From an optimization exercise on the open Yosys and OpenROAD flow, aimed at small area, a short achievable clock period and few clock cycles; shortcuts taken in it are not production practice.
At most, simulation tests tie the RTL to the original design; equivalence was not proved.
Power figures rest on the tool's default switching activity, not on a simulated workload.

v6:
==> flow/design.v <==
module div_fsm#(
    parameter   DATAWIDTH = 10'd57
)
(
    input                         clk,
    input                         rst_n,
    input                         en,
    input     [DATAWIDTH-1:0]     dividend,
    input     [DATAWIDTH-1:0]     divisor,
    output                        ready,
    output    [DATAWIDTH-1:0]     quotient,
    output    [DATAWIDTH-1:0]     remainder,
    output                        vld_out
);
localparam W  = DATAWIDTH;
localparam K1 = 27;              
localparam K2 = 3;               
reg  [W-1:0] r_q;                
reg  [W-1:0] r_r;                
reg  [W-1:0] r_d;                
reg  [5:0]   r_cnt;              
reg          r_busy;
reg          r_vld;
assign ready     = ~r_busy;
assign vld_out   = r_vld;
assign quotient  = r_q;
assign remainder = r_r;
wire start = en & ~r_busy;
wire [W-1:0] m;
genvar gi;
generate
    for (gi = 0; gi < W; gi = gi + 1) begin : g_m
        if (gi == W-1) begin : g_top
            assign m[gi] = 1'b1;
        end else begin : g_rest
            assign m[gi] = ~|r_d[W-1:gi+1];
        end
    end
endgenerate
wire d_nz = |r_d;
wire [W+K1-1:0] x1 = {r_r, r_q[W-1:W-K1]};
wire [W+K2-1:0] x2 = {r_r, r_q[W-1:W-K2]};
wire sk1 = d_nz & (r_cnt >= K1) & ~|x1[W+K1-1:W] & ~|(x1[W-1:0] & m);
wire sk2 = d_nz & (r_cnt >= K2) & ~|x2[W+K2-1:W] & ~|(x2[W-1:0] & m);
wire [W:0]   x0   = {r_r, r_q[W-1]};
wire [W+1:0] diff = {1'b0, x0} - {2'b00, r_d};
wire         qb   = ~diff[W+1];
always @(posedge clk or negedge rst_n) begin
    if (!rst_n) begin
        r_busy <= 1'b0;
        r_vld  <= 1'b0;
        r_cnt  <= 6'd0;
    end else begin
        r_vld <= 1'b0;
        if (start) begin
            r_busy <= 1'b1;
            r_cnt  <= W;
        end else if (r_busy) begin
            if (sk1) begin
                r_cnt <= r_cnt - K1;
                if (r_cnt == K1) begin r_busy <= 1'b0; r_vld <= 1'b1; end
            end else if (sk2) begin
                r_cnt <= r_cnt - K2;
                if (r_cnt == K2) begin r_busy <= 1'b0; r_vld <= 1'b1; end
            end else begin
                r_cnt <= r_cnt - 1'b1;
                if (r_cnt == 6'd1) begin r_busy <= 1'b0; r_vld <= 1'b1; end
            end
        end
    end
end
wire s_k1  = r_busy & sk1;
wire s_k2  = r_busy & ~sk1 & sk2;
wire s_st  = r_busy & ~sk1 & ~sk2;
wire s_sub = s_st & qb;
wire s_sh  = s_st & ~qb;
wire s_hd  = ~r_busy & ~en;
wire [W-1:0] r_nx = ({W{s_sub}} & diff[W-1:0])
                  | ({W{s_sh}}  & x0[W-1:0])
                  | ({W{s_k1}}  & x1[W-1:0])
                  | ({W{s_k2}}  & x2[W-1:0])
                  | ({W{s_hd}}  & r_r);
wire [W-1:0] q_nx = ({W{start}} & dividend)
                  | ({W{s_k1}}  & {r_q[W-K1-1:0], {K1{1'b0}}})
                  | ({W{s_k2}}  & {r_q[W-K2-1:0], {K2{1'b0}}})
                  | ({W{s_st}}  & {r_q[W-2:0], qb})
                  | ({W{s_hd}}  & r_q);
always @(posedge clk) begin
    if (start) begin
        r_d  <= divisor;
    end
    r_r <= r_nx;
    r_q <= q_nx;
end
endmodule
==> flow/config.mk <==
export PLATFORM = sky130hd
export DESIGN_NAME = div_fsm
export DESIGN_NICKNAME = div_fsm
export VERILOG_FILES = /design/flow/design.v
export SDC_FILE = /design/flow/constraint.sdc
export NUM_CORES = 4
export LEC_CHECK = 0
export ABC_CLOCK_PERIOD_IN_PS = 3000
export CAP_MARGIN = 20
export CORE_MARGIN = 2
export CORE_UTILIZATION = 40
export CTS_BUF_LIST = sky130_fd_sc_hd__clkbuf_4 sky130_fd_sc_hd__clkbuf_8
export SETUP_SLACK_MARGIN = 2.5
export SLEW_MARGIN = 20
==> flow/constraint.sdc <==
create_clock -name core_clock -period 6.0 [get_ports {clk}]
set_input_delay 1.2000 -clock core_clock [delete_from_list [all_inputs] [get_ports {clk}]]
set_output_delay 1.2000 -clock core_clock [all_outputs]
set_load 0.01 [all_outputs]
standard.sh (not shown) runs the stock make flow with config.mk's settings and CLKGATE_MAP_FILE= SYNTH_SCRIPT=/design/flow/synth_recipe.tcl, a recipe that flattens the netlist after the stock synthesis.
==> flow/flow/run.sh <==
#!/bin/bash
# The standard layout, with buf_1 as the port buffer cell instead of the
# cell buffer_ports picks by default.
set -euo pipefail
export BUFFER_PORTS_ARGS="-buffer_cell sky130_fd_sc_hd__buf_1"
bash standard.sh > standard.log 2>&1
Edits applied to the flow inputs when going from v6 to v7:
--- a/flow/design.v
+++ b/flow/design.v
@@ -24,26 +24,14 @@
 assign ready     = ~r_busy;
 assign vld_out   = r_vld;
 assign quotient  = r_q;
 assign remainder = r_r;
 wire start = en & ~r_busy;
-wire [W-1:0] m;
-genvar gi;
-generate
-    for (gi = 0; gi < W; gi = gi + 1) begin : g_m
-        if (gi == W-1) begin : g_top
-            assign m[gi] = 1'b1;
-        end else begin : g_rest
-            assign m[gi] = ~|r_d[W-1:gi+1];
-        end
-    end
-endgenerate
-wire d_nz = |r_d;
 wire [W+K1-1:0] x1 = {r_r, r_q[W-1:W-K1]};
 wire [W+K2-1:0] x2 = {r_r, r_q[W-1:W-K2]};
-wire sk1 = d_nz & (r_cnt >= K1) & ~|x1[W+K1-1:W] & ~|(x1[W-1:0] & m);
-wire sk2 = d_nz & (r_cnt >= K2) & ~|x2[W+K2-1:W] & ~|(x2[W-1:0] & m);
+wire sk1 = (r_cnt >= K1) & ~|x1[W+K1-1:W] & (x1[W-1:0] < r_d);
+wire sk2 = (r_cnt >= K2) & ~|x2[W+K2-1:W] & (x2[W-1:0] < r_d);
 wire [W:0]   x0   = {r_r, r_q[W-1]};
 wire [W+1:0] diff = {1'b0, x0} - {2'b00, r_d};
 wire         qb   = ~diff[W+1];
 always @(posedge clk or negedge rst_n) begin
     if (!rst_n) begin
@@ -67,29 +55,24 @@
                 if (r_cnt == 6'd1) begin r_busy <= 1'b0; r_vld <= 1'b1; end
             end
         end
     end
 end
-wire s_k1  = r_busy & sk1;
-wire s_k2  = r_busy & ~sk1 & sk2;
-wire s_st  = r_busy & ~sk1 & ~sk2;
-wire s_sub = s_st & qb;
-wire s_sh  = s_st & ~qb;
-wire s_hd  = ~r_busy & ~en;
-wire [W-1:0] r_nx = ({W{s_sub}} & diff[W-1:0])
-                  | ({W{s_sh}}  & x0[W-1:0])
-                  | ({W{s_k1}}  & x1[W-1:0])
-                  | ({W{s_k2}}  & x2[W-1:0])
-                  | ({W{s_hd}}  & r_r);
-wire [W-1:0] q_nx = ({W{start}} & dividend)
-                  | ({W{s_k1}}  & {r_q[W-K1-1:0], {K1{1'b0}}})
-                  | ({W{s_k2}}  & {r_q[W-K2-1:0], {K2{1'b0}}})
-                  | ({W{s_st}}  & {r_q[W-2:0], qb})
-                  | ({W{s_hd}}  & r_q);
 always @(posedge clk) begin
     if (start) begin
-        r_d  <= divisor;
+        r_q <= dividend;
+        r_d <= divisor;
+        r_r <= {W{1'b0}};
+    end else if (r_busy) begin
+        if (sk1) begin
+            r_r <= x1[W-1:0];
+            r_q <= {r_q[W-K1-1:0], {K1{1'b0}}};
+        end else if (sk2) begin
+            r_r <= x2[W-1:0];
+            r_q <= {r_q[W-K2-1:0], {K2{1'b0}}};
+        end else begin
+            r_r <= qb ? diff[W-1:0] : x0[W-1:0];
+            r_q <= {r_q[W-2:0], qb};
+        end
     end
-    r_r <= r_nx;
-    r_q <= q_nx;
 end
 endmodule
Notes after the runs:
- Against v6 as the reference, v7 delivers a higher total power draw.
- v6 and v7 ended up with roughly the same number of maximum-capacitance violations.
- Sort v7 and v6 by internal power of the cells, descending, and v7 comes first.
- Going from v6 to v7, the number of tap cells inserted was found to have gone up by 66.
- Number of cells in the finished layout apart from fillers went up by a little under 10% going from v6 to v7.
- Sort v7 and v6 by post-layout worst setup margin, ascending, and v6 comes first.
- Delta (v7 minus v6): largest fanout on the critical path rose by 5; share of synthesized area spent on multiplexers fell by 2.8 points; maximum frequency rose by 9.5 MHz.
- Looking at capturing element of the worst setup path, the r_r[17] result is from v6; the r_r[38] one comes from v7.
- v6 → v7: initial cell density of the core fell by 0.44 points, net total in the final layout rose by about 11%.
No run of this note included a check of the RTL's function; only the layout flow was run.

========
div_fsm, a different RTL version from the one above (not shown whole).
Size: ~230 I/O pins, ~0.014 mm2 of cells after synthesis.
Design div_fsm, start of the top module:
module div_fsm#(
    parameter   DATAWIDTH = 10'd57
)
(
    input                         clk,
    input                         rst_n,
    input                         en,
    input     [DATAWIDTH-1:0]     dividend,
    input     [DATAWIDTH-1:0]     divisor,
    output                        ready,
    output    [DATAWIDTH-1:0]     quotient,
    output    [DATAWIDTH-1:0]     remainder,
    output                        vld_out
);
localparam W  = DATAWIDTH;
localparam K1 = 27;              
localparam K2 = 3;               
reg  [W-1:0] r_q;                
reg  [W-1:0] r_r;                
reg  [W-1:0] r_d;                
reg  [5:0]   r_cnt;              
reg          r_busy;
reg          r_vld;
assign ready     = ~r_busy;
assign vld_out   = r_vld;
assign quotient  = r_q;
assign remainder = r_r;
wire start = en & ~r_busy;
reg  [5:0]   r_wb;
reg  [5:0]   wb_in;
integer      wi;
always @(*) begin
    wb_in = 6'd0;
    for (wi = 0; wi < W; wi = wi + 1)
        if (divisor[wi]) wb_in = wi + 1;
end
wire [W-1:0] m;
genvar gi;
generate
    for (gi = 0; gi < W; gi = gi + 1) begin : g_m
        assign m[gi] = (r_wb <= gi + 1);
    end
endgenerate
wire d_nz = (r_wb != 6'd0);
wire [W+K1-1:0] x1 = {r_r, r_q[W-1:W-K1]};
wire [W+K2-1:0] x2 = {r_r, r_q[W-1:W-K2]};
wire sk1 = d_nz & (r_cnt >= K1) & ~|x1[W+K1-1:W] & ~|(x1[W-1:0] & m);
wire sk2 = d_nz & (r_cnt >= K2) & ~|x2[W+K2-1:W] & ~|(x2[W-1:0] & m);
wire [W:0]   x0   = {r_r, r_q[W-1]};
wire [W+1:0] diff = {1'b0, x0} - {2'b00, r_d};
wire         qb   = ~diff[W+1];
  ...
==> module div_fsm, before the edit <==
module div_fsm#(
    parameter   DATAWIDTH = 10'd57
)
(
    input                         clk,
    input                         rst_n,
    input                         en,
    input     [DATAWIDTH-1:0]     dividend,
    input     [DATAWIDTH-1:0]     divisor,
    output                        ready,
    output    [DATAWIDTH-1:0]     quotient,
    output    [DATAWIDTH-1:0]     remainder,
    output                        vld_out
);
localparam W  = DATAWIDTH;
localparam K1 = 27;              
localparam K2 = 3;               
reg  [W-1:0] r_q;                
reg  [W-1:0] r_r;                
reg  [W-1:0] r_d;                
reg  [5:0]   r_cnt;              
reg          r_busy;
reg          r_vld;
assign ready     = ~r_busy;
assign vld_out   = r_vld;
assign quotient  = r_q;
assign remainder = r_r;
wire start = en & ~r_busy;
reg  [5:0]   r_wb;
reg  [5:0]   wb_in;
integer      wi;
always @(*) begin
    wb_in = 6'd0;
    for (wi = 0; wi < W; wi = wi + 1)
        if (divisor[wi]) wb_in = wi + 1;
end
wire [W-1:0] m;
genvar gi;
generate
    for (gi = 0; gi < W; gi = gi + 1) begin : g_m
        assign m[gi] = (r_wb <= gi + 1);
    end
endgenerate
wire d_nz = (r_wb != 6'd0);
wire [W+K1-1:0] x1 = {r_r, r_q[W-1:W-K1]};
wire [W+K2-1:0] x2 = {r_r, r_q[W-1:W-K2]};
wire sk1 = d_nz & (r_cnt >= K1) & ~|x1[W+K1-1:W] & ~|(x1[W-1:0] & m);
wire sk2 = d_nz & (r_cnt >= K2) & ~|x2[W+K2-1:W] & ~|(x2[W-1:0] & m);
wire [W:0]   x0   = {r_r, r_q[W-1]};
wire [W+1:0] diff = {1'b0, x0} - {2'b00, r_d};
wire         qb   = ~diff[W+1];
always @(posedge clk or negedge rst_n) begin
    if (!rst_n) begin
        r_busy <= 1'b0;
        r_vld  <= 1'b0;
        r_cnt  <= 6'd0;
    end else begin
        r_vld <= 1'b0;
        if (start) begin
            r_busy <= 1'b1;
            r_cnt  <= W;
        end else if (r_busy) begin
            if (sk1) begin
                r_cnt <= r_cnt - K1;
                if (r_cnt == K1) begin r_busy <= 1'b0; r_vld <= 1'b1; end
            end else if (sk2) begin
                r_cnt <= r_cnt - K2;
                if (r_cnt == K2) begin r_busy <= 1'b0; r_vld <= 1'b1; end
            end else begin
                r_cnt <= r_cnt - 1'b1;
                if (r_cnt == 6'd1) begin r_busy <= 1'b0; r_vld <= 1'b1; end
            end
        end
    end
end
always @(posedge clk) begin
    if (start) begin
        r_q <= dividend;
        r_d <= divisor;
        r_wb <= wb_in;
        r_r <= {W{1'b0}};
    end else if (r_busy) begin
        if (sk1) begin
            r_r <= x1[W-1:0];
            r_q <= {r_q[W-K1-1:0], {K1{1'b0}}};
        end else if (sk2) begin
            r_r <= x2[W-1:0];
            r_q <= {r_q[W-K2-1:0], {K2{1'b0}}};
        end else begin
            r_r <= qb ? diff[W-1:0] : x0[W-1:0];
            r_q <= {r_q[W-2:0], qb};
        end
    end
end
endmodule
Settings: LEC_CHECK=0, ABC_CLOCK_PERIOD_IN_PS=3000, CAP_MARGIN=20, CORE_MARGIN=2, CORE_UTILIZATION=40, CTS_BUF_LIST=sky130_fd_sc_hd__clkbuf_4 sky130_fd_sc_hd__clkbuf_8, SETUP_SLACK_MARGIN=2.7, SLEW_MARGIN=20; clock period 6.0 ns.
Scripts as last shown in full above: flow/flow/run.sh
Testbench counts at the start, summed over its fixed seeds: cycles 33,212.
Edit:
--- a/flow/design.v
+++ b/flow/design.v
@@ -74,22 +74,27 @@
     end
 end
+wire s_k1  = r_busy & sk1;
+wire s_k2  = r_busy & ~sk1 & sk2;
+wire s_st  = r_busy & ~sk1 & ~sk2;
+wire s_sub = s_st & qb;
+wire s_sh  = s_st & ~qb;
+wire s_hd  = ~r_busy & ~en;
+wire [W-1:0] r_nx = ({W{s_sub}} & diff[W-1:0])
+                  | ({W{s_sh}}  & x0[W-1:0])
+                  | ({W{s_k1}}  & x1[W-1:0])
+                  | ({W{s_k2}}  & x2[W-1:0])
+                  | ({W{s_hd}}  & r_r);
+wire [W-1:0] q_nx = ({W{start}} & dividend)
+                  | ({W{s_k1}}  & {r_q[W-K1-1:0], {K1{1'b0}}})
+                  | ({W{s_k2}}  & {r_q[W-K2-1:0], {K2{1'b0}}})
+                  | ({W{s_st}}  & {r_q[W-2:0], qb})
+                  | ({W{s_hd}}  & r_q);
 always @(posedge clk) begin
     if (start) begin
-        r_q <= dividend;
-        r_d <= divisor;
+        r_d  <= divisor;
         r_wb <= wb_in;
-        r_r <= {W{1'b0}};
-    end else if (r_busy) begin
-        if (sk1) begin
-            r_r <= x1[W-1:0];
-            r_q <= {r_q[W-K1-1:0], {K1{1'b0}}};
-        end else if (sk2) begin
-            r_r <= x2[W-1:0];
-            r_q <= {r_q[W-K2-1:0], {K2{1'b0}}};
-        end else begin
-            r_r <= qb ? diff[W-1:0] : x0[W-1:0];
-            r_q <= {r_q[W-2:0], qb};
-        end
     end
+    r_r <= r_nx;
+    r_q <= q_nx;
 end
 endmodule
Outcome: Routed wire length is lower by 14%; die area decreases by 6.5%; flip-flop and latch count does not change; worst hold slack is worse by 0.046 ns; via count went down by 10%; core utilization drops by 2.9 points; critical path depth stays the same; area after synthesis came out lower by 6.6%; combinational power went down by 6.0%; sequential share of layout area grows by 0.44 points.
Testbench counts after the change, summed over its fixed seeds: cycles 33,212.

========
Setup of trial 14:
div_fsm, a different RTL version from the one above (not shown whole).
Size in the first run: ~190 flip-flops, ~230 I/O pins, ~15000 um^2 of cells after synthesis.
==> module div_fsm, before the edit <==
module div_fsm#(
    parameter   DATAWIDTH = 10'd57
)
(
    input                         clk,
    input                         rst_n,
    input                         en,
    input     [DATAWIDTH-1:0]     dividend,
    input     [DATAWIDTH-1:0]     divisor,
    output                        ready,
    output    [DATAWIDTH-1:0]     quotient,
    output    [DATAWIDTH-1:0]     remainder,
    output                        vld_out
);
localparam W  = DATAWIDTH;
localparam K1 = 27;              
localparam K2 = 3;               
reg  [W-1:0] r_q;                
reg  [W:0]   r_r;                
reg  [W-1:0] r_d;                
reg  [5:0]   r_cnt;              
reg          r_busy;
reg          r_vld;
reg          r_corr;             
assign ready     = ~r_busy;
assign vld_out   = r_vld;
assign quotient  = r_q;
assign remainder = r_r[W-1:0];
wire start = en & ~r_busy;
wire neg   = r_r[W];
wire corr  = r_corr;
reg  [5:0]   r_wb;
reg  [5:0]   wb_in;
integer      wi;
always @(*) begin
    wb_in = 6'd0;
    for (wi = 0; wi < W; wi = wi + 1)
        if (divisor[wi]) wb_in = wi + 1;
end
wire [W-1:0] m;
genvar gi;
generate
    for (gi = 0; gi < W; gi = gi + 1) begin : g_m
        assign m[gi] = (r_wb <= gi + 1);
    end
endgenerate
wire d_nz = (r_wb != 6'd0);
wire [W+K1-1:0] x1 = {r_r[W-1:0], r_q[W-1:W-K1]};
wire [W+K2-1:0] x2 = {r_r[W-1:0], r_q[W-1:W-K2]};
wire sk1 = ~neg & d_nz & (r_cnt >= K1) & ~|x1[W+K1-1:W] & ~|(x1[W-1:0] & m);
wire sk2 = ~neg & d_nz & (r_cnt >= K2) & ~|x2[W+K2-1:W] & ~|(x2[W-1:0] & m);
wire [W+1:0] opa = corr ? {r_r[W], r_r} : {r_r, r_q[W-1]};
wire [W+1:0] opb = neg ? {2'b00, r_d} : ~{2'b00, r_d};
wire [W+1:0] sum = opa + opb + {{(W+1){1'b0}}, ~neg};
wire         qb  = ~sum[W+1];
always @(posedge clk or negedge rst_n) begin
    if (!rst_n) begin
        r_busy <= 1'b0;
        r_vld  <= 1'b0;
        r_corr <= 1'b0;
        r_cnt  <= 6'd0;
    end else begin
        r_vld  <= 1'b0;
        r_corr <= 1'b0;
        if (start) begin
            r_busy <= 1'b1;
            r_cnt  <= W;
        end else if (r_busy) begin
            if (corr) begin
                r_busy <= 1'b0;
                r_vld  <= 1'b1;
            end else if (sk1) begin
                r_cnt <= r_cnt - K1;
                if (r_cnt == K1) begin r_busy <= 1'b0; r_vld <= 1'b1; end
            end else if (sk2) begin
                r_cnt <= r_cnt - K2;
                if (r_cnt == K2) begin r_busy <= 1'b0; r_vld <= 1'b1; end
            end else begin
                r_cnt <= r_cnt - 1'b1;
                if (r_cnt == 6'd1) begin
                    if (qb) begin r_busy <= 1'b0; r_vld <= 1'b1; end
                    else r_corr <= 1'b1;
                end
            end
        end
    end
end
always @(posedge clk) begin
    if (start) begin
        r_q <= dividend;
        r_d <= divisor;
        r_wb <= wb_in;
        r_r <= {(W+1){1'b0}};
    end else if (r_busy) begin
        if (corr) begin
            r_r <= sum[W:0];
        end else if (sk1) begin
            r_r <= {1'b0, x1[W-1:0]};
            r_q <= {r_q[W-K1-1:0], {K1{1'b0}}};
        end else if (sk2) begin
            r_r <= {1'b0, x2[W-1:0]};
            r_q <= {r_q[W-K2-1:0], {K2{1'b0}}};
        end else begin
            r_r <= sum[W:0];
            r_q <= {r_q[W-2:0], qb};
        end
    end
end
endmodule
clock: 6.0 ns
lec_check: 0
abc_clock_period_in_ps: 3000
cap_margin: 20
core_margin: 2
core_utilization: 40
setup_slack_margin: 2.5
slew_margin: 20
Scripts as last shown in full above: flow/flow/run.sh
Input-level comparison between build 93 and trial 14:
-- flow/design.v --
<<< trial 14, line 30
wire neg   = r_r[W];
wire corr  = r_corr;
reg  [5:0]   r_wb;
reg  [5:0]   wb_in;
integer      wi;
always @(*) begin
    wb_in = 6'd0;
    for (wi = 0; wi < W; wi = wi + 1)
        if (divisor[wi]) wb_in = wi + 1;
end
wire [W-1:0] m;
genvar gi;
generate
    for (gi = 0; gi < W; gi = gi + 1) begin : g_m
        assign m[gi] = (r_wb <= gi + 1);
    end
endgenerate
wire d_nz = (r_wb != 6'd0);
wire [W+K1-1:0] x1 = {r_r[W-1:0], r_q[W-1:W-K1]};
wire [W+K2-1:0] x2 = {r_r[W-1:0], r_q[W-1:W-K2]};
>>> build 93, line 30
wire neg   = r_r[W];
wire corr  = r_corr;
wire [W-1:0] m;
genvar gi;
generate
    for (gi = 0; gi < W; gi = gi + 1) begin : g_m
        if (gi == W-1) begin : g_top
            assign m[gi] = 1'b1;
        end else begin : g_rest
            assign m[gi] = ~|r_d[W-1:gi+1];
        end
    end
endgenerate
wire d_nz = |r_d;
wire [W+K1-1:0] x1 = {r_r[W-1:0], r_q[W-1:W-K1]};
wire [W+K2-1:0] x2 = {r_r[W-1:0], r_q[W-1:W-K2]};
<<< trial 14, line 90
        r_q <= dividend;
        r_d <= divisor;
        r_wb <= wb_in;
        r_r <= {(W+1){1'b0}};
    end else if (r_busy) begin
>>> build 93, line 86
        r_q <= dividend;
        r_d <= divisor;
        r_r <= {(W+1){1'b0}};
    end else if (r_busy) begin
Results
- Lower number of signal-net buffers in the layout among trial 14 and build 93: trial 14
- Delta (build 93 minus trial 14): sequential portion of the cell area fell by 1.5 points, critical path depth dropped 2.
- The run showing the greater switching part of the total power is build 93.
- Of trial 14 and build 93, the run reporting the higher final critical path time including I/O delays and setup was trial 14.
- Relative to trial 14, die area decreased by 1500 um^2 in build 93.
- Power: build 93 draws more than trial 14
- | cell area after layout | build 93 vs trial 14 | worse |
- Comparing the two runs side by side, build 93 comes out ahead of trial 14 on minimum setup slack in the final design.
- Diff trial 14 -> build 93: area after synthesis fell 3.9%; post-synthesis share of cell area spent on xor and xnor gates barely changed.
Function was not checked in any run of this note: the RTL went through the layout flow alone.

==> separate check: timing with driven ports <==
The results above use ideal ports. As a check the final layouts listed here were re-extracted and re-timed, cells and wires unchanged. Step 1: set_driving_cell puts a clkbuf_16 on clk and a buf_2 on each other input, an assumption about the parent block. Step 2 times the ports against the registers' clock, not the clock port: input delays grow and output delays shrink by t, the midpoint of the rising clock arrivals with the driver on. Three values: no drivers, after step 1, after step 2; two values: the first two.
run | shift t [ns] | setup slack, ns | worst register clock-pin slew, ns
v6 | 0.567 | 2.333 / 2.333 / 2.333 | 0.12 / 0.12
v7 | 0.576 | 2.456 / 2.456 / 2.456 | 0.11 / 0.11
the first run of note 2 | 0.551 | 2.576 / 2.576 / 2.351 | 0.11 / 0.11
the second run of note 2 | 0.550 | 2.624 / 2.624 / 2.268 | 0.10 / 0.10
trial 14 | 0.506 | 1.969 / 1.969 / 1.969 | 0.08 / 0.08
build 93 | 0.524 | 2.223 / 2.223 / 2.040 | 0.09 / 0.09
After both steps every run listed still meets setup and hold. The setup slack of the second run of note 2, which loses most, moves by 0.000 ns with the drivers and by -0.356 ns with both steps.
